What follows belongs to an exercise in optimizing a design on an open flow for small area, a short achievable clock period and few clock cycles; a production flow would make more cautious choices.
RTL that was checked went through simulation tests only; none was proved equivalent to the original.
No functional check of the RTL was part of run 4.
Power is estimated from default activity; no workload was simulated.

==> design.v <==
`timescale 1ns/10ps
module LBP ( clk, reset, gray_addr, gray_req, gray_ready, gray_data, lbp_addr, lbp_valid, lbp_data, finish);
input   clk;
input   reset;
output  [13:0]gray_addr;
output  gray_req;
input   gray_ready;
input   [7:0]gray_data;
output  [13:0]lbp_addr;
output  lbp_valid;
output  [7:0]lbp_data;
output  finish;
reg [2:0] j;         
reg [6:0] row;       
reg [6:0] col;       
reg [13:0] lbp_addr;
reg [7:0] lbp_data;
reg lbp_valid;
reg finish;
assign gray_addr = {row, col};
assign gray_req  = 1'b1;
wire j_last   = &j;
wire col_last = &col;
wire last_rd  = (&row) & col_last;
always @(posedge clk) begin
	if (!gray_ready) begin
		j   <= 3'd0;
		row <= 7'd0;
		col <= 7'd0;
	end else begin
		j <= j + 3'd1;
		if (j_last) col <= col + 7'd1;
		if (!j_last)       row <= row + 7'd1;
		else if (!col_last) row <= row - 7'd7;
		else               row <= row - 7'd1;
	end
end
always @(posedge clk) begin
	if (reset) finish <= 1'b0;
	else if (gray_ready && last_rd) finish <= 1'b1;
end
wire [7:0] x = gray_data;
reg [7:0] p1, p2, p3, p4, p5, p6, p7, p8, p9;
reg [2:0] a1, a2, a3, a4, a5, a6, a7, a8, a9;
reg b1_9;    
reg b2_8, b2_9;
reg b4_9;
function [1:0] cmp2;
	input [7:0] a, b;
	reg [7:0] g, l;
	reg [3:0] g1, l1;
	reg [1:0] g2, l2;
	reg g3, l3;
	integer k;
	begin
		g = a & ~b;
		l = ~a & b;
		for (k = 0; k < 4; k = k + 1) begin
			g1[k] = g[2*k+1] | ~l[2*k+1] & g[2*k];
			l1[k] = l[2*k+1] | ~g[2*k+1] & l[2*k];
		end
		for (k = 0; k < 2; k = k + 1) begin
			g2[k] = g1[2*k+1] | ~l1[2*k+1] & g1[2*k];
			l2[k] = l1[2*k+1] | ~g1[2*k+1] & l1[2*k];
		end
		g3 = g2[1] | ~l2[1] & g2[0];
		l3 = l2[1] | ~g2[1] & l2[0];
		cmp2 = {~l3, ~g3};
	end
endfunction
wire x_ge_p7, p7_ge_x, x_ge_p8, p8_ge_x, x_ge_p9, p9_ge_x, p8_ge_p9, p9_ge_p8;
assign {x_ge_p7, p7_ge_x} = cmp2(x, p7);     
assign {x_ge_p8, p8_ge_x} = cmp2(x, p8);     
assign {x_ge_p9, p9_ge_x} = cmp2(x, p9);     
assign {p8_ge_p9, p9_ge_p8} = cmp2(p8, p9);  
always @(posedge clk) begin
	p1 <= x;  p2 <= p1; p3 <= p2; p4 <= p3; p5 <= p4;
	p6 <= p5; p7 <= p6; p8 <= p7; p9 <= p8;
	a1 <= {p7_ge_x, p8_ge_x, p9_ge_x};
	a2 <= a1; a3 <= a2; a4 <= a3; a5 <= a4; a6 <= a5; a7 <= a6; a8 <= a7; a9 <= a8;
	b1_9 <= p9_ge_p8;
	b2_8 <= x_ge_p7; b2_9 <= b2_8;
	b4_9 <= x_ge_p8;
	lbp_data <= {x_ge_p9, p8_ge_p9, a9[2], b4_9, a9[1], b2_9, b1_9, a9[0]};
	lbp_addr <= {row - 7'd1, col - 7'd1};
	lbp_valid <= gray_ready && !finish && (|j[2:1]) && (|col[6:1]);
end
endmodule
==> flow/run.sh <==
#!/bin/bash
# The standard layout, with the clock tree built from clkbuf_8 and no dummy loads.
set -euo pipefail
CTS="-sink_clustering_enable -repair_clock_nets -buf_list sky130_fd_sc_hd__clkbuf_8 -dont_use_dummy_load"
bash standard.sh "CTS_ARGS=$CTS" finish > make_finish.log 2>&1
==> standard.sh <==
#!/bin/bash
# synth_recipe.tcl (not shown) runs the flow's synth.tcl, then flattens the netlist and writes it again
# the make line also repeats each setting of config.mk as NAME=value (left out here)
make -C /OpenROAD-flow-scripts/flow DESIGN_CONFIG=/design/flow/config.mk WORK_HOME=/design/flow/orfs CLKGATE_MAP_FILE= SYNTH_SCRIPT=/design/flow/synth_recipe.tcl "${@:-finish}"
==> config.mk <==
export PLATFORM = sky130hd
export DESIGN_NAME = LBP
export DESIGN_NICKNAME = LBP
export VERILOG_FILES = /design/flow/design.v
export SDC_FILE = /design/flow/constraint.sdc
export NUM_CORES = 4
export LEC_CHECK = 0
export ABC_AREA = 1
export CAP_MARGIN = 20
export CORE_MARGIN = 2
export CORE_UTILIZATION = 40
export SETUP_SLACK_MARGIN = 3.2
export SLEW_MARGIN = 20
==> constraint.sdc <==
create_clock -name core_clock -period 5.0 [get_ports {clk}]
set_input_delay 1.0000 -clock core_clock [delete_from_list [all_inputs] [get_ports {clk}]]
set_output_delay 1.0000 -clock core_clock [all_outputs]
set_load 0.01 [all_outputs]
==> flow_summary.ini, run 1 <==
[critical_path]
critPathRequiredTime_ns = 4.00
cp-end-kind = output pin
slowest_delay_ns = 0.35
slowest_stage = dfxtp_4
startpoint_type = register
crit_chain = buf_6
cp_max_fo = 2
crit_family = flip-flops
arrival_ns = 0.88
criticalPathCategory = reg -> out
crit_buf_inv = 1

[power]
ir_drop_mv = 0.1624
p_clk_share_pct = 31.0
power_frac_comb_pct = 7.1
intPower_w = 0.001594
power_switching_w = 0.0004439
p_leak_nw = 2.578
pwr-share-seq_pct = 61.8
power.density_nw_per_um2 = 378.4
switching_share_pct = 21.78
total_power_w = 0.002038

[die]
die-width_um = 109.0
die_area_um2 = 11870
io_pins = 50
die_y_um = 109.0
initial_core_util_pct = 40.83
coreArea_um2 = 10790
rows = 38

[detailed_routing]
vias = 3067
firstDrtPassIters = 4
wl_per_cell_um = 11.21
postRouteAntennaNets = 0
drt_iter0_markers = 117
post_drt_via_cell_ratio = 4.530
drc = 0
finalWirelength_um = 7586

[timing]
tns_ns = 0
clock.fmax_ghz = 0.5306
slew_viol_final = 0
finClkSkew_ns = 0.03563
rsz0062_at_grt = true
finalSetupViolCount = 0
fin_crit_ns = 1.885
fin_crit_sh_pct = 37.69
tightest_slew_ns = 0.5684
slew_headroom_pct = 62.10
hold_viol = 0

[cts]
cts_tree = built
clk_latency_ns = 0.42
cts_sinks = 144
cts_hold_buffers = 0
cts-root-buf = clkbuf_8
clk_path_buf_depth = 2
clk_pin_slew_ns = 0.08
cts_made_buffers = 17
htree_levels = 4

[synthesis]
synth_seq_cells = 144
yosysSeqAreaShare_pct = 65.42
yosysTopAreaCell = dfxtp_1
ys_types = 26
postSynthAreaPerCell_um2 = 9.518
syn-num-nets = 480
synth_cells = 463
yosysWarningCount = 1
syn_area_um2 = 4407
netlist.area_leader.share_pct = 65.42
ys_top_cells_by_area = dfxtp_1, nand2_1, inv_1, nand3_1, nor2_1

[final_layout]
n_antenna_cell = 0
drive_above_1_share_pct = 20.30
layout_commonest_cell = dfxtp_1
final_util_pct = 49.91
finish.net_count = 556
synthToLayoutAreaGrowth_pct = 22.23
fill_cells = 1018
final_cell_mix = dfxtp_1, nand2_1, inv_1

[placement]
hpwl_um = 5251
port_buffers = 48
routabilityCongestion = 0.8449

[worst_hold_path]
hold_class = reg -> reg

[global_route]
grt_pass1_wl_um = 12910
grt-ovfl-total = 0
grt_pass1_vias = 2933
grt_max_degree = 17
antenna_found_initial = 0
track_usage_pct = 14.35

[flow_run]
maxCapViolations = 0

[outcome]
outcome = timing/DRC/antenna clean
==> repair_timing <==
action,4_1_cts,5_1_grt
setup endpoints to repair,50,48
resized for setup,208,22
pin swaps,2,1
setup buffers,13,1
hold endpoints to repair,0,0
==> layout make-up <==
cell class                      count  area [um^2]  area share (%)
Sequential cell                   144         2938           54.54
Multi-Input combinational cell    254         1290           23.95
Timing Repair Buffer               62        524.3           9.733
Clock buffer                       17        234.0           4.344
Inverter                           60        225.2           4.181
Tap cell                          140        175.2           3.252
==> registers in the layout (all words and copies together), names as in the netlist, 3 cells and up <==
signal    count
a3            3
p8            8
col           7
a9            3
lbp_data      8
p4            8
p6            8
p3            8
j             3
p2            8
p7            8
a2            3
a1            3
lbp_addr     14
a6            3
a4            3
a5            3
p1            8
a7            3
a8            3
p5            8
row           7
p9            8
==> synth_stat cells <==
cell type  count
nand4_1        3
nor2_1        41
conb_1         1
buf_6          1
a31oi_1        4
nand3_1       32
nand4_2        1
nor2_4         2
o21ai_0       14
o2111ai_1      1
a21oi_1       20
ha_1           6
a21boi_0       7
xor2_1         9
inv_1         60
nor3_1         3
buf_4          3
nor3_2         1
nand2_1       98
nand2_2        1
dfxtp_1      144
nor2_2         2
nand3_2        3
and2_1         1
o21a_1         4
buf_2          1
==> worst paths after layout <==
kind / start / endpoint / slack, ns / cells past startpoint
worst max-delay path: col[3] / gray_addr[3] / 3.12 / 1
worst min-delay path: a2[2] / a3[2] / 0.31 / 0
worst max register to register: row[0] / row[6] / 3.48 / 10
worst min register to register: a2[2] / a3[2] / 0.31 / 0
==> power groups by stage <==
stage	logic, W	clock network (W)	registers [W]
global placement	0.000148	0	0.00129
global route	0.000166	0.000711	0.00127
finish	0.000145	0.000633	0.00126
detailed placement	0.000149	0	0.00129
floorplan	0.0000707	0	0.00129
CTS	0.000139	0.000664	0.00126
==> layer usage <==
metal | global-route usage (%) | up-vias | share of wire, %
met3 | 5.619 | 22 | 5.9
met4 | 7.875 | 0 | 3.1
li1 | - | 1594 | -
met5 | 0 | - | 0
met2 | 22.27 | 87 | 46
met1 | 16.99 | 1364 | 45
==> logic make-up after synthesis <==
group                    count (synthesis)  share of synthesized area, %
adder cells (fa/ha/maj)                  6                         1.704
flip-flops                             144                         65.42
AO/OA/AOI/OAI                           50                         6.502
AND/OR/NAND/NOR                        188                         18.51
other                                    1                       0.08510
buffers and inverters                   65                         5.991
XOR/XNOR                                 9                         1.789
==> through the flow <==
step                      hold slack, ns  std cells  cell area [um^2]  setup slack, ns
final                             0.3148        677              5386            3.115
after global routing              0.3209        677              5386            3.067
after CTS                         0.3206        676              5305            3.086
after detailed placement          0.3121        646              5024            2.607
after global placement            0.3105        646              5024            2.614
after floorplan                   0.3096        463              4407            3.332
Testbench counts, summed over its fixed seeds: cycles 86,020.
==> inputs of run 2 (changes only) <==
==> flow/run.sh (replaced) <==
#!/bin/bash
# The standard layout, with the clock tree built from clkbuf_8 and no dummy loads.
set -euo pipefail
CTS="-sink_clustering_enable -repair_clock_nets -buf_list sky130_fd_sc_hd__clkbuf_8 -dont_use_dummy_load -sink_buffer_max_cap_derate 0.5"
bash standard.sh "CTS_ARGS=$CTS" finish > make_finish.log 2>&1
--- a/config.mk
+++ b/config.mk
@@ -5,9 +5,10 @@
 export SDC_FILE = /design/flow/constraint.sdc
 export NUM_CORES = 4
 export LEC_CHECK = 0
-export ABC_AREA = 1
 export CAP_MARGIN = 20
 export CORE_MARGIN = 2
 export CORE_UTILIZATION = 40
-export SETUP_SLACK_MARGIN = 3.2
+export CTS_BUF_LIST = sky130_fd_sc_hd__clkbuf_8
+export CTS_CLUSTER_SIZE = 24
+export SETUP_SLACK_MARGIN = 3.0
 export SLEW_MARGIN = 20
==> run 2 against run 1 <==
Area after synthesis grew 1.6%. Via count down 11%. Worst setup slack got worse by 0.083 ns. Sequential cell count unchanged. Count of clock-buffer cells in the layout stayed put.
==> flow_summary.ini, run 2 <==
[outcome]
outcome = timing/DRC/antenna clean

[synthesis]
synth.most_common_cell = dfxtp_1
syn-num-nets = 398
yosysWarningCount = 1
postSynthAreaPerCell_um2 = 11.75
yosysSeqAreaShare_pct = 64.39
netlist.area_leader.share_pct = 64.39
ys_types = 51
ys_dominant_reg_cell = dfxtp_1
synth_common_cells = dfxtp_1, inv_1, nor2_1
synth_edf_count = 0
ys_async_sr_fraction_pct = 0
syn_area_um2 = 4477
synth_cells = 381
yosysTopAreaCell = dfxtp_1
ys_top_cells_by_area = dfxtp_1, maj3_2, xnor2_1, inv_1, maj3_1
synth_seq_cells = 144

[critical_path]
arrival_ns = 2.32
critPathRequiredTime_ns = 5.35
crit_top_cell = maj3_2
slowest_delay_ns = 0.34
crit_family = adder cells
crit_buf_inv = 1
cp_max_fo = 8
crit_chain = clkdlybuf4s15_2 > maj3_2 > maj3_2 > maj3_2 > a21oi_2
slowest_stage = maj3_2
criticalPathCategory = in -> reg
cp-end-kind = register
startpoint_type = input pin

[cts]
htree_levels = 4
cts_sinks = 144
clk_latency_ns = 0.42
clk_path_buf_depth = 2
cts_made_buffers = 17
cts-root-buf = clkbuf_8
clk_pin_slew_ns = 0.08
cts_tree = built

[placement]
hpwl_um = 4790
port_buffers = 48
dp_slack_ns = 2.168
routabilityCongestion = 0.8157

[global_route]
grt-ovfl-total = 0
track_usage_pct = 13.03
antenna_found_initial = 0
grt_max_degree = 22
grt_pass1_vias = 2605
grt_pass1_wl_um = 11740

[detailed_routing]
wl_per_cell_um = 12.01
vias = 2739
drt_iter0_markers = 47
finalWirelength_um = 7124
drc = 0
post_drt_via_cell_ratio = 4.619
postRouteAntennaNets = 0
firstDrtPassIters = 4

[final_layout]
final_cell_mix = dfxtp_1, inv_1, nor2_1
synthToLayoutAreaGrowth_pct = 19.34
final_util_pct = 49.07
largest_register_ffs = 14
largest_register = lbp_addr
fill_cells = 1032
n_antenna_cell = 0
finish.net_count = 472
layout_commonest_cell = dfxtp_1
drive_above_1_share_pct = 24.50

[timing]
tns_ns = 0
slew_headroom_pct = 56.15
rsz0062_at_grt = true
clock.fmax_ghz = 0.5082
finalSetupViolCount = 0
finClkSkew_ns = 0.02629
hold_viol = 0
slew_viol_final = 0
fin_crit_ns = 1.968
tightest_slew_ns = 0.6578
fin_ws_ns = 3.032
fin_crit_sh_pct = 39.35

[die]
initial_core_util_pct = 41.12
coreArea_um2 = 10890
die-width_um = 109.8
io_pins = 50
rows = 38
die_y_um = 109.8
die_area_um2 = 12050

[power]
power.density_nw_per_um2 = 383.0
total_power_w = 0.002046
p_leak_nw = 2.279
ir_drop_mv = 0.2397

[worst_hold_path]
hold_class = reg -> reg

[flow_run]
maxCapViolations = 0
run 2: cell types whose count changed in the layout (fill, tap and decap cells not counted), sizes merged, moves of 11 or more:
cell	change
nand2b	+12
maj3	+23
a21oi	-16
nand2	-79
buf	-16
nor2b	+15
clkbuf	+15
inv	-35
xnor2	+11
nand3	-32
nor2	-24
run 2: path summary, 6_finish.rpt:
path	cells past startpoint	to	slack (ns)	from
worst max-delay path	5	a1[1]	3.03	gray_data[1]
worst min register to register	0	p7[2]	0.30	p6[2]
worst min-delay path	0	p7[2]	0.30	p6[2]
worst max register to register	7	row[3]	3.11	col[0]
run 2: logic make-up after synthesis:
kind of cell / share of synthesized area [%]
fa+ha+maj: 7.211
buf+inv: 3.214
simple gates: 13.75
other cells: 0.08377
compound gates: 6.904
xor+xnor: 3.326
mux: 1.118
flops: 64.39
run 2: cell type report:
type | instances | area (um^2) | share of cell area (%)
Timing Repair Buffer | 65 | 434.2 | 8.126
Inverter | 25 | 93.84 | 1.756
Sequential cell | 144 | 2935 | 54.94
Tap cell | 140 | 175.2 | 3.279
Clock buffer | 17 | 234.0 | 4.379
Multi-Input combinational cell | 202 | 1470 | 27.52
run 2: worst register-to-register path, delay by kind of cell (launching register included):
kind | cells | cell delay [ns]
AO/OA/AOI/OAI | 1 | 0.26
buffers and inverters | 1 | 0.14
AND/OR/NAND/NOR | 3 | 0.74
adder cells (fa/ha/maj) | 1 | 0.21
flip-flops | 1 | 0.35
XOR/XNOR | 1 | 0.09
run 2: layer usage:
layer | track usage, % | up-vias | routed length (um)
met5 | 0 | - | 0
met4 | 6.600 | 0 | 74
met3 | 4.268 | 7 | 368
met2 | 21.38 | 56 | 3354
met1 | 15.17 | 1277 | 3327
li1 | - | 1399 | -
run 2: power breakdown:
group | leakage, nW | internal (W) | switching (W) | total (W)
Combinational | 0.939 | 0.0000712 | 0.0000740 | 0.000145
Clock | 0.122 | 0.000299 | 0.000342 | 0.000641
Sequential | 1.22 | 0.00123 | 0.0000289 | 0.00126
Total | 2.28 | 0.00160 | 0.000445 | 0.00205
run 2: repair_timing:
action	4_1_cts	5_1_grt
hold buffers	0	0
setup buffers	12	5
gates resized for setup	145	33
gates cloned	0	0
endpoints found under the setup margin	46	31
run 2: per-stage QoR:
stage | cell area [um^2] | hold WS, ns | cells
after floorplan | 4477 | 0.3096 | 381
after global placement | 5082 | 0.3097 | 559
after detailed placement | 5082 | 0.3121 | 559
after CTS | 5405 | 0.2988 | 588
after global routing | 5343 | 0.3076 | 593
final | 5343 | 0.2981 | 593
==> inputs of run 3 (changes only) <==
==> flow/run.sh (replaced) <==
#!/bin/bash
# The standard layout, with the clock tree built from clkbuf_8 and no dummy loads.
set -euo pipefail
CTS="-sink_clustering_enable -repair_clock_nets -buf_list sky130_fd_sc_hd__clkbuf_8 -dont_use_dummy_load -sink_clustering_size 30 -sink_clustering_max_diameter 80 -sink_clustering_levels 1"
bash standard.sh "CTS_ARGS=$CTS" finish > make_finish.log 2>&1
==> run 3 against run 2 <==
Still clean on timing, DRC and antenna. Count of clock-buffer cells in the layout stayed put. Design area stayed put. Non-clock buffer count stayed put. Fmax stayed put. Hold slack stayed put. Via count stayed put. Clock skew stayed put. Register-to-register slack hardly changed. Synthesized cell count stayed put. Sequential power hardly changed. Critical path depth stayed put. Largest cell class unchanged.
==> flow_summary.ini, run 3 <==
[timing]
tns_ns = 0
hold_viol = 0
finClkSkew_ns = 0.02629
clock.fmax_ghz = 0.5082
slew_viol_final = 0
slew_headroom_pct = 56.15
finalSetupViolCount = 0
tightest_slew_ns = 0.6578
rsz0062_at_grt = true
fin_crit_ns = 1.968
fin_crit_sh_pct = 39.35

[critical_path]
slowest_stage = maj3_2
cp-end-kind = register
startpoint_type = input pin
slowest_delay_ns = 0.34
criticalPathCategory = in -> reg
cp_max_fo = 8
arrival_ns = 2.32
crit_chain = clkdlybuf4s15_2 > maj3_2 > maj3_2 > maj3_2 > a21oi_2
crit_top_cell = maj3_2
critPathRequiredTime_ns = 5.35

[synthesis]
ys_dominant_reg_cell = dfxtp_1
synth_xor_area_share_pct = 3.326
synth_common_cells = dfxtp_1, inv_1, nor2_1
syn_area_um2 = 4477
synthSimpleGateAreaFrac_pct = 13.75
ys_types = 51
synth_mux_area_share_pct = 1.118
synth-compound-area-share_pct = 6.903
synth_edf_count = 0
synth_cells = 381
synth_fa_ha_area_share_pct = 7.211
yosysTopAreaCell = dfxtp_1
synth.most_common_cell = dfxtp_1
netlist.area_leader.share_pct = 64.39
ys_async_sr_fraction_pct = 0
yosysWarningCount = 1
yosysSeqAreaShare_pct = 64.39
synth_top_family_by_area = simple AND/OR/NAND/NOR gates
synth_seq_cells = 144
ys_top_cells_by_area = dfxtp_1, maj3_2, xnor2_1, inv_1, maj3_1
postSynthAreaPerCell_um2 = 11.75
syn-num-nets = 398

[die]
die-width_um = 109.8
coreArea_um2 = 10890
rows = 38
initial_core_util_pct = 41.12
io_pins = 50
die_y_um = 109.8
die_area_um2 = 12050

[detailed_routing]
vias = 2739
wl_per_cell_um = 12.01
firstDrtPassIters = 4
finalWirelength_um = 7124
drc = 0
drt_iter0_markers = 47
post_drt_via_cell_ratio = 4.619
postRouteAntennaNets = 0

[cts]
htree_levels = 4
cts_hold_buffers = 0
clk_pin_slew_ns = 0.08
cts_made_buffers = 17
cts_tree = built
cts-root-buf = clkbuf_8
clk_latency_ns = 0.42
cts_sinks = 144
clk_path_buf_depth = 2

[global_route]
grt_pass1_wl_um = 11740
grt_max_degree = 22
grt_pass1_vias = 2605
track_usage_pct = 13.03
grt-ovfl-total = 0
antenna_found_initial = 0

[placement]
hpwl_um = 4790
routabilityCongestion = 0.8157
port_buffers = 48
dp.cells = 559

[worst_hold_path]
hold_class = reg -> reg

[final_layout]
drive_above_1_share_pct = 24.50
largest_register_ffs = 14
layout_commonest_cell = dfxtp_1
final_cells = 593
finish.net_count = 472
largest_register = lbp_addr
regArea_um2 = 2935
multiInputGateArea_um2 = 1470
synthToLayoutAreaGrowth_pct = 19.34
n_antenna_cell = 0
final_cell_mix = dfxtp_1, inv_1, nor2_1
fill_cells = 1032

[power]
p_leak_nw = 2.279
ir_drop_mv = 0.2397
power.density_nw_per_um2 = 383.0

[outcome]
outcome = timing/DRC/antenna clean

[flow_run]
maxCapViolations = 0
run 3: cell counts in the layout (fill, tap and decap cells not counted):
Identical to the previous run, type by type.
run 3: power by group:
part | switching, W | total, W | leakage (nW) | internal, W
Sequential | 0.0000289 | 0.00126 | 1.22 | 0.00123
Clock | 0.000342 | 0.000641 | 0.122 | 0.000299
Combinational | 0.0000740 | 0.000145 | 0.939 | 0.0000712
run 3: final timing paths:
| check | start | endpoint | slack [ns] | cells past startpoint |
|---|---|---|---|---|
| hold / removal | p6[2] | p7[2] | 0.30 | 0 |
| setup / recovery | gray_data[1] | a1[1] | 3.03 | 5 |
| setup reg to reg | col[0] | row[3] | 3.11 | 7 |
| hold reg to reg | p6[2] | p7[2] | 0.30 | 0 |
run 3: cell families (layout without fill, tap and decap cells):
group,count (synthesis),count (layout)
buffers and inverters,35,107
other,1,1
and+or+nand+nor,110,110
xor gates and xnor gates,17,17
adders and majority gates,29,29
DFF,144,144
muxes,5,5
AOI/OAI and AO/OA,40,40
run 3: layer usage:
| layer | GRT usage, % | vias up | share of wire [%] |
|---|---|---|---|
| li1 | - | 1399 | - |
| met1 | 15.17 | 1277 | 47 |
| met2 | 21.38 | 56 | 47 |
| met3 | 4.268 | 7 | 5.2 |
| met4 | 6.600 | 0 | 1.0 |
| met5 | 0 | - | 0 |
run 3: final cells by class:
type,instances,share of cell area (%)
inverters,25,1.756
repair buffers,65,8.126
multi-input cells,202,27.52
flip-flops and latches,144,54.94
well taps,140,3.279
clock buffers,17,4.379
run 3: repair_timing:
item	in CTS	in global routing
pin swaps	0	0
resized for setup	145	33
gates cloned	0	0
setup endpoints to repair	46	31
endpoints found under the hold margin	0	0
buffers inserted	12	5
run 3: metrics by stage:
| stage | total power (W) | utilization [%] | instance area (um^2) | setup slack [ns] | hold WS [ns] |
|---|---|---|---|---|---|
| floorplan | 0.001377 | - | 4477 | 2.829 | 0.3096 |
| global placement | 0.001448 | 46.68 | 5082 | 2.202 | 0.3097 |
| detailed placement | 0.001454 | 46.68 | 5082 | 2.168 | 0.3121 |
| CTS | 0.002088 | 49.64 | 5405 | 2.882 | 0.2988 |
| global route | 0.002150 | 49.07 | 5343 | 2.965 | 0.3076 |
| finish | 0.002046 | 49.07 | 5343 | 3.032 | 0.2981 |
run 3: critical path, delay by kind of cell:
family          cells  cell delay (ns)
fa+ha+maj           3             0.96
buf+inv             1             0.25
compound gates      1             0.11
==> inputs of run 4 (changes only) <==
--- a/design.v
+++ b/design.v
@@ -47,25 +47,11 @@
 reg b4_9;
 function [1:0] cmp2;
 	input [7:0] a, b;
-	reg [7:0] g, l;
-	reg [3:0] g1, l1;
-	reg [1:0] g2, l2;
-	reg g3, l3;
-	integer k;
+	reg gh, lh, gl, ll;
 	begin
-		g = a & ~b;
-		l = ~a & b;
-		for (k = 0; k < 4; k = k + 1) begin
-			g1[k] = g[2*k+1] | ~l[2*k+1] & g[2*k];
-			l1[k] = l[2*k+1] | ~g[2*k+1] & l[2*k];
-		end
-		for (k = 0; k < 2; k = k + 1) begin
-			g2[k] = g1[2*k+1] | ~l1[2*k+1] & g1[2*k];
-			l2[k] = l1[2*k+1] | ~g1[2*k+1] & l1[2*k];
-		end
-		g3 = g2[1] | ~l2[1] & g2[0];
-		l3 = l2[1] | ~g2[1] & l2[0];
-		cmp2 = {~l3, ~g3};
+		gh = a[7:4] > b[7:4];  lh = a[7:4] < b[7:4];
+		gl = a[3:0] > b[3:0];  ll = a[3:0] < b[3:0];
+		cmp2 = {~(lh | ~gh & ll), ~(gh | ~lh & gl)};
 	end
 endfunction
 wire x_ge_p7, p7_ge_x, x_ge_p8, p8_ge_x, x_ge_p9, p9_ge_x, p8_ge_p9, p9_ge_p8;
==> flow/run.sh (replaced) <==
#!/bin/bash
# The standard layout, with the clock tree built from clkbuf_8 and no dummy loads.
set -euo pipefail
CTS="-sink_clustering_enable -repair_clock_nets -buf_list sky130_fd_sc_hd__clkbuf_8 -dont_use_dummy_load"
bash standard.sh "CTS_ARGS=$CTS" finish > make_finish.log 2>&1
==> config.mk (replaced) <==
export PLATFORM = sky130hd
export DESIGN_NAME = LBP
export DESIGN_NICKNAME = LBP
export VERILOG_FILES = /design/flow/design.v
export SDC_FILE = /design/flow/constraint.sdc
export NUM_CORES = 4
export LEC_CHECK = 0
export ABC_AREA = 1
export CAP_MARGIN = 20
export CORE_MARGIN = 2
export CORE_UTILIZATION = 40
export SETUP_SLACK_MARGIN = 3.1
export SLEW_MARGIN = 20
==> run 4 against run 3 <==
Via count grew 7.2%. Global-route usage grew 0.84 points. Register-to-register slack gained 0.16 ns. Wire length increased by 9.5%. Synthesized cell count increased by 15%. Clock skew grew 0.0047 ns. Die area is 2.3% higher. Critical endpoint is now gray_addr[12]. Largest cell class unchanged. Highest routed layer unchanged.
==> flow_summary.ini, run 4 <==
[cts]
cts_sinks = 144
cts_tree = built
cts-root-buf = clkbuf_8
cts_hold_buffers = 0
clk_path_buf_depth = 2
clk_latency_ns = 0.43
htree_levels = 4
cts_made_buffers = 17
clk_pin_slew_ns = 0.08

[timing]
finClkSkew_ns = 0.03101
tightest_slew_ns = 0.6040
finalSetupViolCount = 0
fin_ws_ns = 3.115
clock.fmax_ghz = 0.5304
hold_viol = 0
fin_crit_sh_pct = 37.71
rsz0062_at_grt = true
tns_ns = 0
slew_viol_final = 0
hold_slack_ns = 0.3095
slew_headroom_pct = 59.73
fin_crit_ns = 1.885

[worst_hold_path]
hold_class = reg -> reg

[global_route]
grt_max_degree = 17
antenna_found_initial = 0
track_usage_pct = 13.87
grt_pass1_vias = 2910
grt-ovfl-total = 0
grt_pass1_wl_um = 13390

[die]
io_pins = 50
rows = 39
coreArea_um2 = 11320
die_area_um2 = 12330
initial_core_util_pct = 40.47
die-width_um = 111.0
die_y_um = 111.0

[power]
p_leak_nw = 2.683
power.density_nw_per_um2 = 367.1
ir_drop_mv = 0.2228
total_power_w = 0.002064

[critical_path]
crit_chain = buf_6
cp-end-kind = output pin
criticalPathCategory = reg -> out
critPathRequiredTime_ns = 4.00
crit_buf_inv = 1
crit_family = flip-flops
startpoint_type = register
cp_max_fo = 2
slowest_delay_ns = 0.35
arrival_ns = 0.89
slowest_stage = dfxtp_4

[detailed_routing]
vias = 2936
wl_per_cell_um = 11.83
drc = 0
finalWirelength_um = 7799
firstDrtPassIters = 4
post_drt_via_cell_ratio = 4.455
postRouteAntennaNets = 0
drt_iter0_markers = 99

[final_layout]
fill_cells = 1050
final_cells = 659
regArea_um2 = 2945
multiInputGateArea_um2 = 1456
final_cell_mix = dfxtp_1, nand2_1, inv_1
drive_above_1_share_pct = 22.09
n_antenna_cell = 0
synthToLayoutAreaGrowth_pct = 22.69
largest_register = lbp_addr
finish.net_count = 567
layout_commonest_cell = dfxtp_1
largest_register_ffs = 14

[synthesis]
syn_area_um2 = 4582
ys_async_sr_fraction_pct = 0
yosysTopAreaCell = dfxtp_1
synth_seq_cells = 144
ys_top_cells_by_area = dfxtp_1, ha_1, inv_1, nand2_1, nand3_1
ys_types = 28
synth_common_cells = dfxtp_1, inv_1, nand2_1
yosysWarningCount = 1
netlist.area_leader.share_pct = 62.92
synth_edf_count = 0
synth.most_common_cell = dfxtp_1
syn-num-nets = 489
ys_dominant_reg_cell = dfxtp_1
synth_cells = 440
postSynthAreaPerCell_um2 = 10.41
yosysSeqAreaShare_pct = 62.92

[flow_run]
maxCapViolations = 0

[placement]
dp_slack_ns = 2.545
port_buffers = 48
dp.cells = 626
routabilityCongestion = 0.9054
hpwl_um = 5339

[outcome]
outcome = timing/DRC/antenna clean
[run 4: layout make-up]
class / instances / share of cell area (%)
multi-input cells: 226 / 25.91
flip-flops and latches: 144 / 52.39
clock buffers: 17 / 4.162
inverters: 65 / 4.340
well taps: 143 / 3.183
repair buffers: 64 / 10.02
[run 4: per-layer routing]
metal	global-route usage, %	vias to the layer above	part of all wire [%]
met3	4.811	23	5.2
met4	8.560	0	3.2
met5	0	-	0
met2	20.94	71	45
li1	-	1536	-
met1	17.03	1306	47
[run 4: stage by stage]
step | instance area [um^2] | utilization (%)
2_1_floorplan | 4582 | -
3_3_place_gp | 5202 | 45.95
3_5_place_dp | 5202 | 45.95
4_1_cts | 5508 | 48.65
5_1_grt | 5622 | 49.66
6_report | 5622 | 49.66
[run 4: what timing repair did]
item,in CTS,in global routing
endpoints found under the setup margin,45,31
hold endpoints to repair,0,0
pin swaps,4,2
setup buffers,14,2
resized for setup,209,23
[run 4: where the power goes]
part	leakage (nW)	internal (W)	switching, W
Combinational	1.35	0.0000770	0.0000886
Clock	0.122	0.000299	0.000340
Sequential	1.22	0.00123	0.0000248
Total	2.68	0.00161	0.000454
[run 4: logic make-up (layout without fill, tap and decap cells)]
group	Yosys count	after routing	share of synthesized area (%)
xor gates and xnor gates	12	12	2.458
AOI/OAI and AO/OA	34	34	4.205
and+or+nand+nor	141	141	13.79
other	1	1	0.08184
buffers and inverters	70	146	6.171
DFF	144	144	62.92
adders and majority gates	38	38	10.38
[run 4: final timing paths]
check	start	to	slack, ns	cells past startpoint
max	row[5]	gray_addr[12]	3.11	1
min reg2reg	p1[6]	p2[6]	0.31	0
min	p1[6]	p2[6]	0.31	0
max reg2reg	j[0]	row[5]	3.27	8
==> inputs of run 5 (changes only) <==
--- a/design.v
+++ b/design.v
@@ -41,33 +41,49 @@
 end
 wire [7:0] x = gray_data;
 reg [7:0] p1, p2, p3, p4, p5, p6, p7, p8, p9;
-reg [2:0] a1, a2, a3, a4, a5, a6, a7, a8, a9;
-reg b1_9;    
-reg b2_8, b2_9;
-reg b4_9;
+reg c0_1, c0_2, c0_3, c0_4, c0_5, c0_6, c0_7, c0_8, c0_9;    
+reg c3_2, c3_3, c3_4, c3_5, c3_6, c3_7, c3_8, c3_9;          
+reg c5_3, c5_4, c5_5, c5_6, c5_7, c5_8, c5_9;                
+reg c1_9;                                                    
 function [1:0] cmp2;
 	input [7:0] a, b;
-	reg gh, lh, gl, ll;
+	reg [7:0] g, l;
+	reg [3:0] g1, l1;
+	reg [1:0] g2, l2;
+	reg g3, l3;
+	integer k;
 	begin
-		gh = a[7:4] > b[7:4];  lh = a[7:4] < b[7:4];
-		gl = a[3:0] > b[3:0];  ll = a[3:0] < b[3:0];
-		cmp2 = {~(lh | ~gh & ll), ~(gh | ~lh & gl)};
+		g = a & ~b;
+		l = ~a & b;
+		for (k = 0; k < 4; k = k + 1) begin
+			g1[k] = g[2*k+1] | ~l[2*k+1] & g[2*k];
+			l1[k] = l[2*k+1] | ~g[2*k+1] & l[2*k];
+		end
+		for (k = 0; k < 2; k = k + 1) begin
+			g2[k] = g1[2*k+1] | ~l1[2*k+1] & g1[2*k];
+			l2[k] = l1[2*k+1] | ~g1[2*k+1] & l1[2*k];
+		end
+		g3 = g2[1] | ~l2[1] & g2[0];
+		l3 = l2[1] | ~g2[1] & l2[0];
+		cmp2 = {~l3, ~g3};
 	end
 endfunction
-wire x_ge_p7, p7_ge_x, x_ge_p8, p8_ge_x, x_ge_p9, p9_ge_x, p8_ge_p9, p9_ge_p8;
-assign {x_ge_p7, p7_ge_x} = cmp2(x, p7);     
-assign {x_ge_p8, p8_ge_x} = cmp2(x, p8);     
-assign {x_ge_p9, p9_ge_x} = cmp2(x, p9);     
-assign {p8_ge_p9, p9_ge_p8} = cmp2(p8, p9);  
+wire x_ge_y, y_ge_x, p1_ge_y, y_ge_p1, p2_ge_y, y_ge_p2, p8_ge_y, y_ge_p8;
+assign {x_ge_y,  y_ge_x}  = cmp2(x,  p9);
+assign {p1_ge_y, y_ge_p1} = cmp2(p1, p9);
+assign {p2_ge_y, y_ge_p2} = cmp2(p2, p9);
+assign {p8_ge_y, y_ge_p8} = cmp2(p8, p9);
 always @(posedge clk) begin
 	p1 <= x;  p2 <= p1; p3 <= p2; p4 <= p3; p5 <= p4;
 	p6 <= p5; p7 <= p6; p8 <= p7; p9 <= p8;
-	a1 <= {p7_ge_x, p8_ge_x, p9_ge_x};
-	a2 <= a1; a3 <= a2; a4 <= a3; a5 <= a4; a6 <= a5; a7 <= a6; a8 <= a7; a9 <= a8;
-	b1_9 <= p9_ge_p8;
-	b2_8 <= x_ge_p7; b2_9 <= b2_8;
-	b4_9 <= x_ge_p8;
-	lbp_data <= {x_ge_p9, p8_ge_p9, a9[2], b4_9, a9[1], b2_9, b1_9, a9[0]};
+	c0_1 <= y_ge_x;
+	c0_2 <= c0_1; c0_3 <= c0_2; c0_4 <= c0_3; c0_5 <= c0_4; c0_6 <= c0_5; c0_7 <= c0_6; c0_8 <= c0_7; c0_9 <= c0_8;
+	c3_2 <= y_ge_p1;
+	c3_3 <= c3_2; c3_4 <= c3_3; c3_5 <= c3_4; c3_6 <= c3_5; c3_7 <= c3_6; c3_8 <= c3_7; c3_9 <= c3_8;
+	c5_3 <= y_ge_p2;
+	c5_4 <= c5_3; c5_5 <= c5_4; c5_6 <= c5_5; c5_7 <= c5_6; c5_8 <= c5_7; c5_9 <= c5_8;
+	c1_9 <= y_ge_p8;
+	lbp_data <= {x_ge_y, p8_ge_y, c5_9, p1_ge_y, c3_9, p2_ge_y, c1_9, c0_9};
 	lbp_addr <= {row - 7'd1, col - 7'd1};
 	lbp_valid <= gray_ready && !finish && (|j[2:1]) && (|col[6:1]);
 end
--- a/config.mk
+++ b/config.mk
@@ -9,5 +9,5 @@
 export CAP_MARGIN = 20
 export CORE_MARGIN = 2
 export CORE_UTILIZATION = 40
-export SETUP_SLACK_MARGIN = 3.1
+export SETUP_SLACK_MARGIN = 3.2
 export SLEW_MARGIN = 20
==> run 5 against run 4 <==
Sequential cell count shrank 6. Register-to-register slack better by 0.12 ns. Non-clock buffer count is 1 lower. Area after synthesis is 5.7% lower. Critical endpoint is now gray_addr[0]. Largest cell class unchanged. Wire length is 3.9% lower. Global-route usage grew 0.32 points. Fmax grew 1.3%. Core utilization rose by 1.0 points.
==> flow_summary.ini, run 5 <==
[final_layout]
final_cell_mix = dfxtp_1, nand2_1, nor2_1
largest_register = lbp_addr
layout_commonest_cell = dfxtp_1
finish.net_count = 557
largest_register_ffs = 14
fill_cells = 948
drive_above_1_share_pct = 19.14
fin_area_um2 = 5281
n_antenna_cell = 0
synthToLayoutAreaGrowth_pct = 22.24

[outcome]
outcome = timing/DRC/antenna clean

[timing]
fin_crit_sh_pct = 37.22
clock.fmax_ghz = 0.5374
finClkSkew_ns = 0.02032
finalSetupViolCount = 0
rsz0062_at_grt = true
tns_ns = 0
slew_viol_final = 0
hold_viol = 0
fin_crit_ns = 1.861

[critical_path]
crit_chain = buf_6
crit_family = flip-flops
startpoint_type = register
slowest_delay_ns = 0.35
timing.rr.start = j[1]
critPathRequiredTime_ns = 4.00
arrival_ns = 0.86
cp-startpoint = col[0]
crit_buf_inv = 1
cp_max_fo = 2
cp-end-kind = output pin
criticalPathCategory = reg -> out
slowest_stage = dfxtp_2

[die]
rows = 37
initial_core_util_pct = 41.48
coreArea_um2 = 10420
die_y_um = 107.9
die-width_um = 107.9
io_pins = 50
die_area_um2 = 11650

[synthesis]
netlist.area_leader.share_pct = 63.94
postSynthAreaPerCell_um2 = 9.331
ys_async_sr_fraction_pct = 0
ys_top_cells_by_area = dfxtp_1, nand2_1, nor2_1, inv_1, nand3_1
synth_edf_count = 0
syn-num-nets = 480
yosysTopAreaCell = dfxtp_1
synth_seq_cells = 138
ys_types = 33
synth_cells = 463
ys_dominant_reg_cell = dfxtp_1
synth_common_cells = dfxtp_1, nand2_1, nor2_1
synth.most_common_cell = dfxtp_1
syn_area_um2 = 4320
yosysWarningCount = 1
yosysSeqAreaShare_pct = 63.94

[power]
p_clk_share_pct = 31.5
ir_drop_mv = 0.1739
power_frac_comb_pct = 7.6
pwr-share-seq_pct = 60.9
switching_share_pct = 21.98
intPower_w = 0.001545
p_leak_nw = 2.481
power.density_nw_per_um2 = 374.9
power_switching_w = 0.0004352

[cts]
clk_pin_slew_ns = 0.07
cts-root-buf = clkbuf_8
cts_tree = built
htree_levels = 4
cts_hold_buffers = 0
cts_made_buffers = 17
clk_latency_ns = 0.41
clk_path_buf_depth = 2
cts_sinks = 138

[flow_run]
maxCapViolations = 0

[detailed_routing]
drt_iter0_markers = 128
wl_per_cell_um = 11.11
finalWirelength_um = 7491
post_drt_via_cell_ratio = 4.432
postRouteAntennaNets = 0
vias = 2987
firstDrtPassIters = 5
drc = 0

[global_route]
grt-ovfl-total = 0
track_usage_pct = 14.19
grt_max_degree = 17
grt_pass1_vias = 2861
antenna_found_initial = 0
grt_pass1_wl_um = 12720

[worst_hold_path]
hold_class = reg -> reg
holdCritStartpoint = p5[6]

[placement]
hpwl_um = 5270
routabilityCongestion = 0.8386
placed_area_um2 = 4938
port_buffers = 48
-- run 5: cell count changes after synthesis, moves of 6 or more --
cell and delta:
nand3_1 +9, nand4_1 -8, nand2_1 +48, ha_1 -32, nor2_1 +20, inv_1 -19, dfxtp_1 -6
-- run 5: worst reg2reg max path, delay by kind of cell (launching register included) --
family / cells / cell delay (ns)
flops: 1 / 0.33
buf+inv: 2 / 0.21
compound gates: 1 / 0.17
simple gates: 2 / 0.33
fa+ha+maj: 2 / 0.45
-- run 5: final cells by class --
cell class	count	area (um^2)	area share [%]
sequential	138	2816	53.33
multi-input combinational	272	1346	25.49
timing repair buffer	63	533.0	10.09
clock buffer	17	234.0	4.430
inverter	48	181.4	3.435
tap	136	170.2	3.222
-- run 5: metrics by stage --
stage	util (%)	cells	hold slack, ns	power, W	setup slack, ns
global route	50.70	674	0.3099	0.002085	3.081
CTS	50.40	674	0.3101	0.002004	3.094
floorplan	-	463	0.3096	0.001318	3.457
finish	50.70	674	0.3083	0.001980	3.139
global placement	47.41	642	0.3098	0.001389	2.665
detailed placement	47.41	642	0.3121	0.001394	2.618
-- run 5: kinds of logic (layout without fill, tap and decap cells) --
logic type               Yosys count  after routing  share of synthesized area [%]
buffers and inverters             53            128                          4.952
XOR/XNOR                          10             10                          2.027
AND/OR/NAND/NOR                  212            212                          21.34
other                              1              1                        0.08680
AO/OA/AOI/OAI                     43             43                          5.908
adder cells (fa/ha/maj)            6              6                          1.738
flip-flops                       138            138                          63.94
-- run 5: layer usage --
metal	up-vias	track usage [%]	part of all wire, %
met4	0	5.952	0.71
li1	1590	-	-
met2	55	22.64	47
met5	-	0	0
met1	1338	17.40	48
met3	4	5.085	4.3
-- run 5: what timing repair did --
item / CTS / global route
resized for setup: 199 / 8
endpoints found under the setup margin: 46 / 41
setup buffers: 15 / 0
-- run 5: final timing paths --
check        depth (start not counted)            to  slack (ns)
min reg2reg                          0         p6[6]        0.31
max reg2reg                          7        row[3]        3.39
min                                  0         p6[6]        0.31
max                                  1  gray_addr[0]        3.14
-- run 5: power groups by stage --
| stage | logic (W) | clock network, W | registers [W] |
|---|---|---|---|
| finish | 0.000150 | 0.000625 | 0.00121 |
| global route | 0.000171 | 0.000701 | 0.00121 |
| CTS | 0.000149 | 0.000649 | 0.00121 |
| detailed placement | 0.000157 | 0 | 0.00124 |
| global placement | 0.000155 | 0 | 0.00123 |
| floorplan | 0.0000793 | 0 | 0.00124 |
Testbench counts of run 5, summed over its fixed seeds: cycles 86,020.
==> inputs of run 6 (changes only) <==
--- a/config.mk
+++ b/config.mk
@@ -9,5 +9,5 @@
 export CAP_MARGIN = 20
 export CORE_MARGIN = 2
 export CORE_UTILIZATION = 40
-export SETUP_SLACK_MARGIN = 3.2
+export SETUP_SLACK_MARGIN = 3.1
 export SLEW_MARGIN = 20
==> run 6 against run 5 <==
Still clean. Worst setup slack lost 0.0010 ns. Clock power is essentially flat. Power shrank 0.32%. Design area shrank 0.92%. Final cell count is the same. Core utilization shrank 0.47 points. Critical endpoint is now gray_addr[10]. Highest routed layer unchanged.
==> flow_summary.ini, run 6 <==
[cts]
cts_tree = built
htree_levels = 4
cts_sinks = 138
clk_pin_slew_ns = 0.07
cts-root-buf = clkbuf_8
cts_hold_buffers = 0
clk_latency_ns = 0.41
clk_path_buf_depth = 2
cts_made_buffers = 17

[timing]
tns_ns = 0
fin_crit_ns = 1.862
rsz0062_at_grt = true
clock.fmax_ghz = 0.5371
slew_viol_final = 0
fin_crit_sh_pct = 37.24
finalSetupViolCount = 0
finClkSkew_ns = 0.02032
hold_viol = 0

[critical_path]
startpoint_type = register
critPathRequiredTime_ns = 4.00
crit_buf_inv = 1
criticalPathCategory = reg -> out
crit_chain = buf_6
arrival_ns = 0.86
crit_family = flip-flops
cp-end-kind = output pin
cp_max_fo = 2
slowest_stage = dfxtp_4
slowest_delay_ns = 0.35

[detailed_routing]
post_drt_via_cell_ratio = 4.494
finalWirelength_um = 7535
wl_per_cell_um = 11.18
drt_iter0_markers = 142
postRouteAntennaNets = 0
firstDrtPassIters = 4
drc = 0
vias = 3029

[synthesis]
ys_types = 33
syn-num-nets = 480
synth.most_common_cell = dfxtp_1
yosysWarningCount = 1
ys_dominant_reg_cell = dfxtp_1
yosysSeqAreaShare_pct = 63.94
syn_area_um2 = 4320
ys_top_cells_by_area = dfxtp_1, nand2_1, nor2_1, inv_1, nand3_1
yosysTopAreaCell = dfxtp_1
ys_async_sr_fraction_pct = 0
synth_common_cells = dfxtp_1, nand2_1, nor2_1
synth_seq_cells = 138
synth_edf_count = 0
postSynthAreaPerCell_um2 = 9.331
synth_cells = 463
netlist.area_leader.share_pct = 63.94

[final_layout]
synthToLayoutAreaGrowth_pct = 21.11
layout_commonest_cell = dfxtp_1
drive_above_1_share_pct = 18.40
fill_cells = 951
finish.net_count = 557
largest_register_ffs = 14
n_antenna_cell = 0
final_cell_mix = dfxtp_1, nand2_1, nor2_1
largest_register = lbp_addr

[placement]
routabilityCongestion = 0.8386
hpwl_um = 5270
port_buffers = 48

[global_route]
grt_pass1_vias = 2881
grt-ovfl-total = 0
antenna_found_initial = 0
track_usage_pct = 14.27
grt_pass1_wl_um = 12800
grt_max_degree = 17

[die]
coreArea_um2 = 10420
die_y_um = 107.9
die-width_um = 107.9
rows = 37
die_area_um2 = 11650
initial_core_util_pct = 41.48
io_pins = 50

[outcome]
outcome = timing/DRC/antenna clean

[flow_run]
maxCapViolations = 0

[worst_hold_path]
hold_class = reg -> reg

[power]
power.density_nw_per_um2 = 377.2
total_power_w = 0.001974
ir_drop_mv = 0.1725
p_leak_nw = 2.469
[run 6: per-stage QoR]
stage / utilization [%] / worst slack, ns / instances / hold WS, ns / cell area [um^2]
global route: 50.23 / 3.090 / 674 / 0.3099 / 5233
finish: 50.23 / 3.138 / 674 / 0.3083 / 5233
global placement: 47.41 / 2.665 / 642 / 0.3098 / 4938
detailed placement: 47.41 / 2.618 / 642 / 0.3121 / 4938
CTS: 49.77 / 3.094 / 674 / 0.3101 / 5184
floorplan: - / 3.457 / 463 / 0.3096 / 4320
[run 6: final timing paths]
path / start / to / slack (ns) / cells past startpoint
worst min-delay path: p5[6] / p6[6] / 0.31 / 0
worst max register to register: j[1] / row[3] / 3.37 / 7
worst max-delay path: row[3] / gray_addr[10] / 3.14 / 1
worst min register to register: p5[6] / p6[6] / 0.31 / 0
[run 6: per-layer routing]
layer | global-route usage [%] | vias up | part of all wire (%)
met3 | 5.266 | 6 | 4.7
li1 | - | 1593 | -
met2 | 22.82 | 70 | 47
met5 | 0 | - | 0
met4 | 5.952 | 0 | 0.82
met1 | 17.37 | 1360 | 48
[run 6: cell type report]
class | instances | area [um^2] | share of cell area, %
Timing Repair Buffer | 63 | 489.2 | 9.350
Sequential cell | 138 | 2811 | 53.73
Multi-Input combinational cell | 272 | 1346 | 25.73
Tap cell | 136 | 170.2 | 3.252
Inverter | 48 | 181.4 | 3.467
Clock buffer | 17 | 234.0 | 4.472
[run 6: what timing repair did]
item,CTS,global route
endpoints found under the hold margin,0,0
setup buffers,15,0
resized for setup,186,10
endpoints found under the setup margin,40,16
[run 6: kinds of logic after synthesis]
family,synth area share [%]
flip-flops,63.94
AO/OA/AOI/OAI,5.908
buffers and inverters,4.952
adder cells (fa/ha/maj),1.738
AND/OR/NAND/NOR,21.34
XOR/XNOR,2.027
other,0.08680
[run 6: power by group]
group	internal, W	switching (W)	leakage (nW)
clock network	0.000299	0.000325	0.122
logic	0.0000616	0.0000841	1.18
registers	0.00118	0.0000251	1.17
==> inputs of run 7 (changes only) <==
--- a/config.mk
+++ b/config.mk
@@ -8,6 +8,6 @@
 export ABC_AREA = 1
 export CAP_MARGIN = 20
 export CORE_MARGIN = 2
-export CORE_UTILIZATION = 40
+export CORE_UTILIZATION = 60
 export SETUP_SLACK_MARGIN = 3.1
 export SLEW_MARGIN = 20
==> run 7 against run 6 <==
Critical path depth unchanged. Worst setup slack got worse by 0.019 ns. Register-to-register slack barely moved. Die area down 32%. Critical path type unchanged. Wire length up 5.0%.
==> flow_summary.ini, run 7 <==
[cts]
cts_tree = built
htree_levels = 4
cts-root-buf = clkbuf_8
cts_sinks = 138
clk_path_buf_depth = 2
clk_pin_slew_ns = 0.08
cts_made_buffers = 17
clk_latency_ns = 0.43

[timing]
fin_crit_ns = 1.881
finClkSkew_ns = 0.02486
clock.fmax_ghz = 0.5315
tns_ns = 0
finalSetupViolCount = 0
slew_viol_final = 0
hold_viol = 0
rsz0062_at_grt = true
hold_slack_ns = 0.3069
fin_crit_sh_pct = 37.63

[power]
pwr-share-seq_pct = 60.8
power.density_nw_per_um2 = 381.1
p_clk_share_pct = 31.6
p_leak_nw = 2.489
power_frac_comb_pct = 7.6
ir_drop_mv = 0.2132
total_power_w = 0.001986
switching_share_pct = 22.25
intPower_w = 0.001544
power_switching_w = 0.0004420

[worst_hold_path]
hold_class = reg -> reg
hold_depth = 0
whs_endpoint = c0_7
holdCritStartpoint = c0_6

[critical_path]
cp.depth = 1
r2r_setup_slack_ns = 3.37
crit_buf_inv = 1
criticalPathCategory = reg -> out
slowest_stage = dfxtp_4
reg2reg_depth = 7
slowest_delay_ns = 0.35
cp-end-kind = output pin
critPathRequiredTime_ns = 4.00
arrival_ns = 0.88
startpoint_type = register
timing.rr.start = j[1]
crit_chain = buf_6
reg2reg_to = row[3]
cp-startpoint = row[2]
crit_family = flip-flops
cp_max_fo = 2

[detailed_routing]
vias = 3170
finalWirelength_um = 7914
post_drt_via_cell_ratio = 4.992
drc = 0
postRouteAntennaNets = 0
drt_iter0_markers = 104
firstDrtPassIters = 4
wl_per_cell_um = 12.46

[synthesis]
ys_types = 33
ys_top_cells_by_area = dfxtp_1, nand2_1, nor2_1, inv_1, nand3_1
yosysWarningCount = 1
ys_async_sr_fraction_pct = 0
syn_area_um2 = 4320
ys_dominant_reg_cell = dfxtp_1
synth_cells = 463
synth.most_common_cell = dfxtp_1
syn-num-nets = 480
yosysTopAreaCell = dfxtp_1
synth_edf_count = 0
yosysSeqAreaShare_pct = 63.94
netlist.area_leader.share_pct = 63.94
synth_common_cells = dfxtp_1, nand2_1, nor2_1
postSynthAreaPerCell_um2 = 9.331
synth_seq_cells = 138

[placement]
placed_area_um2 = 4888
hpwl_um = 5312
routabilityCongestion = 0.8595
port_buffers = 48

[global_route]
antenna_found_initial = 0
grt_pass1_vias = 2954
grt-ovfl-total = 0
track_usage_pct = 21.60
grt_pass1_wl_um = 12790
grt_max_degree = 17

[die]
die-width_um = 88.86
io_pins = 50
rows = 30
die_y_um = 88.86
initial_core_util_pct = 62.90
die_area_um2 = 7895
coreArea_um2 = 6869

[final_layout]
layout_commonest_cell = dfxtp_1
final_cell_mix = dfxtp_1, nand2_1, nor2_1
synthToLayoutAreaGrowth_pct = 20.62
finish.net_count = 558
n_antenna_cell = 0
largest_register_ffs = 14
drive_above_1_share_pct = 19.29
fin_area_um2 = 5211
largest_register = lbp_addr

[outcome]
outcome = timing/DRC/antenna clean

[flow_run]
maxCapViolations = 0
## run 7: cell count changes in the layout (fill, tap and decap cells not counted)
cell            previous run  this run
buf_2                     24        22
buf_4                     15        16
buf_6                     14        16
dfxtp_1                  121       117
dfxtp_2                    6        10
dlygate4sd2_1              1         0
dlymetal6s2s_1             0         1
## run 7: repair_timing
item                       4_1_cts  5_1_grt
hold buffers                     0        0
gates resized for setup        187       15
setup endpoints to repair       38       29
buffers inserted                14        2
hold endpoints to repair         0        0
## run 7: routing by layer
layer  global-route usage (%)  share of wire (%)  wire, um
met1                    24.94                 42      3363
met2                    36.30                 51      4067
met3                    6.343                4.8       382
met4                    11.16                1.3       100
met5                        0                  0         0
## run 7: stage by stage
| stage | instances | utilization [%] | setup WS, ns |
|---|---|---|---|
| after floorplan | 463 | - | 3.457 |
| after global placement | 602 | 71.17 | 2.698 |
| after detailed placement | 602 | 71.17 | 2.710 |
| after CTS | 633 | 74.75 | 3.089 |
| after global routing | 635 | 75.87 | 3.090 |
| final | 635 | 75.87 | 3.119 |
## run 7: power by group through the flow
stage	clock, W	sequential (W)	combinational, W
global placement	0	0.00123	0.000153
detailed placement	0	0.00124	0.000158
floorplan	0	0.00124	0.0000793
global route	0.000686	0.00121	0.000171
finish	0.000628	0.00121	0.000151
CTS	0.000644	0.00121	0.000148
## run 7: worst max path at each step
stage | to
global route | lbp_data[5]
global placement | lbp_valid
detailed placement | lbp_valid
finish | gray_addr[9]
CTS | gray_addr[9]
floorplan | c0_1
## run 7: logic make-up (layout without fill, tap and decap cells)
logic type | count (synthesis) | in the layout | synth area share [%]
compound gates | 43 | 43 | 5.908
flops | 138 | 138 | 63.94
buf+inv | 53 | 129 | 4.952
xor+xnor | 10 | 10 | 2.027
other cells | 1 | 1 | 0.08680
simple gates | 212 | 212 | 21.34
fa+ha+maj | 6 | 6 | 1.738
## run 7: worst reg2reg max path, delay by kind of cell (launching register included)
family          cells  cell delay [ns]
compound gates      1             0.16
fa+ha+maj           2             0.46
buf+inv             2             0.21
flops               1             0.35
simple gates        2             0.33
## run 7: final cells by class
class,count,area [um^2]
multi-input cells,272,1346
flip-flops and latches,138,2816
fillers,503,1658
clock buffers,17,234.0
inverters,48,181.4
well taps,96,120.1
repair buffers,64,513.0
==> inputs of run 8 (changes only) <==
--- a/config.mk
+++ b/config.mk
@@ -8,6 +8,6 @@
 export ABC_AREA = 1
 export CAP_MARGIN = 20
 export CORE_MARGIN = 2
-export CORE_UTILIZATION = 60
+export CORE_UTILIZATION = 75
 export SETUP_SLACK_MARGIN = 3.1
 export SLEW_MARGIN = 20
==> run 8 against run 7 <==
Sequential power barely moved. Core utilization up 18 points. Worst setup slack got worse by 0.058 ns. Fmax decreased by 3.0%. Critical path type is now in -> reg. Highest routed layer unchanged.
==> flow_summary.ini, run 8 <==
[die]
rows = 27
die-width_um = 79.90
initial_core_util_pct = 77.98
coreArea_um2 = 5540
io_pins = 50
die_y_um = 79.90
die_area_um2 = 6384

[power]
ir_drop_mv = 0.3489
intPower_w = 0.001542
power_switching_w = 0.0005332
p_leak_nw = 2.499
power_frac_comb_pct = 8.9
pwr-share-seq_pct = 58.7
power.density_nw_per_um2 = 398.9
p_clk_share_pct = 32.3
switching_share_pct = 25.70

[critical_path]
slowest_stage = clkdlybuf4s50_1
arrival_ns = 2.30
critPathRequiredTime_ns = 5.36
cp_max_fo = 3
crit_chain = clkdlybuf4s50_1 > nor2_1 > nand2_1 > nand2_1 > nor2_1 > nor2_1 > a21boi_1
criticalPathCategory = in -> reg
startpoint_type = input pin
crit_top_cell = nor2_1
slowest_delay_ns = 0.45
cp-end-kind = register

[final_layout]
fill_cells = 172
largest_register = lbp_addr
synthToLayoutAreaGrowth_pct = 20.42
finish.net_count = 559
drive_above_1_share_pct = 19.63
final_cell_mix = dfxtp_1, nand2_1, nor2_1
n_antenna_cell = 0
largest_register_ffs = 14
layout_commonest_cell = dfxtp_1

[timing]
fin_crit_ns = 1.939
fin_crit_sh_pct = 38.78
slew_viol_final = 0
tns_ns = 0
hold_viol = 0
rsz0062_at_grt = true
finalSetupViolCount = 0
clock.fmax_ghz = 0.5157
finClkSkew_ns = 0.01911
hold_slack_ns = 0.3144

[global_route]
antenna_found_initial = 0
grt_pass1_vias = 3825
grt-ovfl-total = 0
track_usage_pct = 43.64
grt_max_degree = 17
grt_pass1_wl_um = 19850

[synthesis]
yosysTopAreaCell = dfxtp_1
ys_async_sr_fraction_pct = 0
ys_top_cells_by_area = dfxtp_1, nand2_1, nor2_1, inv_1, nand3_1
syn_area_um2 = 4320
synth_cells = 463
netlist.area_leader.share_pct = 63.94
postSynthAreaPerCell_um2 = 9.331
synth.most_common_cell = dfxtp_1
syn-num-nets = 480
synth_common_cells = dfxtp_1, nand2_1, nor2_1
ys_types = 33
ys_dominant_reg_cell = dfxtp_1
yosysWarningCount = 1
yosysSeqAreaShare_pct = 63.94
synth_seq_cells = 138
synth_edf_count = 0

[detailed_routing]
drc = 0
wl_per_cell_um = 23.56
postRouteAntennaNets = 0
post_drt_via_cell_ratio = 6.534
firstDrtPassIters = 10
drt_iter0_markers = 529
finalWirelength_um = 14420
vias = 3999

[cts]
cts_tree = built
clk_pin_slew_ns = 0.07
cts_made_buffers = 17
cts_sinks = 138
cts_hold_buffers = 0
clk_latency_ns = 0.43
htree_levels = 4
clk_path_buf_depth = 2
cts-root-buf = clkbuf_8

[placement]
routabilityCongestion = 0.8807
hpwl_um = 6653
port_buffers = 48

[worst_hold_path]
hold_class = reg -> reg

[flow_run]
maxCapViolations = 0

[outcome]
outcome = timing/DRC/antenna clean
## run 8: worst paths after layout
check,startpoint,to,slack (ns),cells after the start
min,p3[3],p4[3],0.31,0
min reg2reg,p3[3],p4[3],0.31,0
max reg2reg,j[0],col[5],3.17,7
max,gray_data[6],c0_1,3.06,7
## run 8: critical path, delay by kind of cell
| family | cells | cell delay, ns |
|---|---|---|
| AOI/OAI and AO/OA | 1 | 0.21 |
| and+or+nand+nor | 5 | 0.63 |
| buffers and inverters | 1 | 0.45 |
## run 8: timing repair
| item | in CTS | in global routing |
|---|---|---|
| endpoints found under the setup margin | 39 | 20 |
| gates resized for setup | 193 | 14 |
| setup buffers | 15 | 2 |
## run 8: metal layers
metal	share of wire (%)	up-vias	GRT usage, %
met5	0	-	0
met4	11	0	31.02
met3	11	157	14.93
met2	47	432	75.50
met1	32	1808	43.18
li1	-	1602	-
## run 8: logic make-up after synthesis
logic type | Yosys count | synth area share, %
AND/OR/NAND/NOR | 212 | 21.34
flip-flops | 138 | 63.94
buffers and inverters | 53 | 4.952
AO/OA/AOI/OAI | 43 | 5.908
XOR/XNOR | 10 | 2.027
adder cells (fa/ha/maj) | 6 | 1.738
other | 1 | 0.08680
## run 8: power by group through the flow
stage | Clock (W) | Combinational [W] | Sequential, W
2_1_floorplan | 0 | 0.0000793 | 0.00124
3_3_place_gp | 0 | 0.000151 | 0.00123
3_5_place_dp | 0 | 0.000164 | 0.00124
4_1_cts | 0.000639 | 0.000161 | 0.00121
5_1_grt | 0.000704 | 0.000195 | 0.00122
6_report | 0.000671 | 0.000185 | 0.00122
## run 8: stage by stage
stage | worst slack, ns | instances | power (W) | cell area [um^2] | utilization [%]
after floorplan | 3.457 | 463 | 0.001318 | 4320 | -
after global placement | 2.684 | 578 | 0.001385 | 4858 | 87.69
after detailed placement | 2.679 | 578 | 0.001404 | 4858 | 87.69
after CTS | 3.089 | 610 | 0.002011 | 5139 | 92.75
after global routing | 3.075 | 612 | 0.002122 | 5202 | 93.90
final | 3.061 | 612 | 0.002075 | 5202 | 93.90
## run 8: layout make-up
class / count / area, um^2 / area share (%)
Multi-Input combinational cell: 272 / 1359 / 26.12
Timing Repair Buffer: 65 / 519.2 / 9.981
Inverter: 48 / 181.4 / 3.487
Tap cell: 72 / 90.09 / 1.732
Clock buffer: 17 / 234.0 / 4.497
Sequential cell: 138 / 2819 / 54.18
==> inputs of run 9 (changes only) <==
==> flow/run.sh (replaced) <==
#!/bin/bash
# The standard layout, with buf_2 as the port buffers and a clock tree of clkbuf_8
# without dummy loads.
set -euo pipefail
CTS="-sink_clustering_enable -repair_clock_nets -buf_list sky130_fd_sc_hd__clkbuf_8 -dont_use_dummy_load"
bash standard.sh "CTS_ARGS=$CTS" "BUFFER_PORTS_ARGS=-buffer_cell sky130_fd_sc_hd__buf_2" finish > make_finish.log 2>&1
--- a/config.mk
+++ b/config.mk
@@ -8,6 +8,6 @@
 export ABC_AREA = 1
 export CAP_MARGIN = 20
 export CORE_MARGIN = 2
-export CORE_UTILIZATION = 75
+export CORE_UTILIZATION = 40
 export SETUP_SLACK_MARGIN = 3.1
 export SLEW_MARGIN = 20
==> run 9 against run 8 <==
Non-clock buffer count down 2. Largest power group unchanged. Combinational power down 22%. Still clean. Area after synthesis unchanged. Final cell count up 10%.
==> flow_summary.ini, run 9 <==
[synthesis]
ys_async_sr_fraction_pct = 0
synth_cells = 463
ys_top_cells_by_area = dfxtp_1, nand2_1, nor2_1, inv_1, nand3_1
synth.most_common_cell = dfxtp_1
syn_area_um2 = 4320
yosysTopAreaCell = dfxtp_1
ys_types = 33
netlist.area_leader.share_pct = 63.94
postSynthAreaPerCell_um2 = 9.331
yosysWarningCount = 1
yosysSeqAreaShare_pct = 63.94
synth_edf_count = 0
ys_dominant_reg_cell = dfxtp_1
synth_common_cells = dfxtp_1, nand2_1, nor2_1
synth_seq_cells = 138
syn-num-nets = 480

[critical_path]
crit_family = flip-flops
slowest_stage = dfxtp_4
slowest_delay_ns = 0.35
startpoint_type = register
cp-end-kind = output pin
crit_buf_inv = 1
cp_max_fo = 2
criticalPathCategory = reg -> out
critPathRequiredTime_ns = 4.00
crit_chain = buf_6
arrival_ns = 0.88

[cts]
cts_hold_buffers = 0
cts_made_buffers = 17
clk_pin_slew_ns = 0.07
cts_tree = built
htree_levels = 4
cts-root-buf = clkbuf_8
clk_latency_ns = 0.42
clk_path_buf_depth = 2
cts_sinks = 138

[placement]
hpwl_um = 5319
routabilityCongestion = 0.8560
port_buffers = 48

[timing]
slew_viol_final = 0
finalSetupViolCount = 0
fin_crit_sh_pct = 37.56
clock.fmax_ghz = 0.5325
fin_crit_ns = 1.878
tns_ns = 0
finClkSkew_ns = 0.03035
rsz0062_at_grt = true
hold_viol = 0

[worst_hold_path]
hold_class = reg -> reg

[die]
io_pins = 50
initial_core_util_pct = 41.48
die-width_um = 107.9
coreArea_um2 = 10420
rows = 37
die_area_um2 = 11650
die_y_um = 107.9

[global_route]
grt-ovfl-total = 0
antenna_found_initial = 0
grt_pass1_vias = 2857
grt_max_degree = 17
grt_pass1_wl_um = 12480
track_usage_pct = 14.05

[detailed_routing]
drc = 0
firstDrtPassIters = 4
postRouteAntennaNets = 0
post_drt_via_cell_ratio = 4.605
wl_per_cell_um = 11.27
finalWirelength_um = 7595
vias = 3104
drt_iter0_markers = 142

[power]
power.density_nw_per_um2 = 380.7
ir_drop_mv = 0.1623
p_leak_nw = 2.475

[final_layout]
regArea_um2 = 2815
drive_above_1_share_pct = 20.63
largest_register = lbp_addr
finish.net_count = 557
synthToLayoutAreaGrowth_pct = 20.16
layout_commonest_cell = dfxtp_1
largest_register_ffs = 14
fill_cells = 993
n_antenna_cell = 0
multiInputGateArea_um2 = 1344
final_util_pct = 49.84
final_cell_mix = dfxtp_1, nand2_1, nor2_1

[outcome]
outcome = timing/DRC/antenna clean

[flow_run]
maxCapViolations = 0
[run 9: logic make-up (layout without fill, tap and decap cells)]
| logic type | Yosys count | count (layout) | synth area share [%] |
|---|---|---|---|
| fa+ha+maj | 6 | 6 | 1.738 |
| other cells | 1 | 1 | 0.08680 |
| simple gates | 212 | 212 | 21.34 |
| compound gates | 43 | 43 | 5.908 |
| buf+inv | 53 | 128 | 4.952 |
| flops | 138 | 138 | 63.94 |
| xor+xnor | 10 | 10 | 2.027 |
[run 9: worst register-to-register path, cell delays in order, from the launching register on]
cell and delay [ns]:
dfxtp_1 0.33, ha_1 0.15, ha_1 0.37, inv_1 0.19
nor2_1 0.29, inv_1 0.07, o21ai_0 0.17, nor2_1 0.07
[run 9: metrics by stage]
| stage | power, W | cells | cell area, um^2 | hold slack (ns) | setup slack [ns] |
|---|---|---|---|---|---|
| global route | 0.002081 | 674 | 5191 | 0.3106 | 3.078 |
| finish | 0.001976 | 674 | 5191 | 0.3073 | 3.122 |
| floorplan | 0.001318 | 463 | 4320 | 0.3096 | 3.457 |
| global placement | 0.001363 | 642 | 4698 | 0.3098 | 3.279 |
| CTS | 0.002001 | 673 | 5149 | 0.3086 | 3.097 |
| detailed placement | 0.001369 | 642 | 4698 | 0.3121 | 3.239 |
[run 9: what timing repair did]
action                                 4_1_cts  5_1_grt
resized for setup                           38        8
setup endpoints to repair                   17       18
endpoints found under the hold margin        0        0
setup buffers                               14        1
[run 9: worst paths after layout]
check                             from      endpoint  slack, ns  depth (start not counted)
worst max-delay path            row[0]  gray_addr[7]       3.12                          1
worst min-delay path             p3[2]         p4[2]       0.31                          0
worst max register to register    j[0]        row[3]       3.26                          7
worst min register to register   p3[2]         p4[2]       0.31                          0
[run 9: layer usage]
metal	share of wire, %	global-route usage (%)	wire, um	up-vias
li1	-	-	-	1599
met1	47	16.70	3573	1418
met2	46	23.00	3513	76
met3	4.8	4.661	367	11
met4	1.9	6.502	141	0
met5	0	0	0	-
[run 9: layout make-up]
| type | count | area share (%) |
|---|---|---|
| multi-input combinational | 272 | 25.89 |
| clock buffer | 17 | 4.507 |
| tap | 136 | 3.278 |
| timing repair buffer | 63 | 8.604 |
| inverter | 48 | 3.495 |
| sequential | 138 | 54.23 |
[run 9: power by group]
group,leakage [nW],internal (W),switching (W)
clock network,0.122,0.000299,0.000326
registers,1.17,0.00118,0.0000272
logic,1.19,0.0000617,0.0000830
total,2.47,0.00154,0.000436

separate check: timing with driven ports:
No port has a modelled driver above. Below, the same layouts with a new extraction and two added sets of constraints. Step 1: set_driving_cell puts a clkbuf_16 on clk and a buf_2 on each other input, an assumption about the parent block. Step 2 also shifts input and output timing later by t, the mid clock arrival at the registers, as if the neighbouring blocks saw the same clock. Slacks: ideal ports / drivers / drivers and shift; pairs: ideal ports / drivers.
run | shift t [ns] | setup slack, ns | latest minus earliest clock arrival (ns) | worst register clock-pin slew, ns | worst data-port slew with drivers (ns)
run 1 | 0.431 | 3.115 / 3.083 / 2.854 | 0.036 / 0.036 | 0.08 / 0.08 | 0.03
run 2 | 0.438 | 3.032 / 3.030 / 2.606 | 0.033 / 0.033 | 0.08 / 0.08 | 0.03
run 3 | 0.438 | 3.032 / 3.030 / 2.606 | 0.033 / 0.033 | 0.08 / 0.08 | 0.03
run 4 | 0.447 | 3.115 / 3.081 / 2.697 | 0.031 / 0.031 | 0.08 / 0.08 | 0.03
run 5 | 0.428 | 3.139 / 3.110 / 2.863 | 0.029 / 0.029 | 0.08 / 0.08 | 0.04
run 6 | 0.430 | 3.138 / 3.109 / 2.863 | 0.029 / 0.030 | 0.08 / 0.08 | 0.04
run 7 | 0.436 | 3.119 / 3.092 / 2.853 | 0.031 / 0.031 | 0.08 / 0.08 | 0.04
run 8 | 0.450 | 3.061 / 3.055 / 2.615 | 0.020 / 0.020 | 0.08 / 0.08 | 0.05
run 9 | 0.436 | 3.122 / 3.089 / 3.221 | 0.032 / 0.033 | 0.08 / 0.08 | 0.03
After both steps every run listed still meets setup and hold. The setup slack of run 8, which loses most, moves by -0.006 ns with the drivers and by -0.446 ns with both steps.
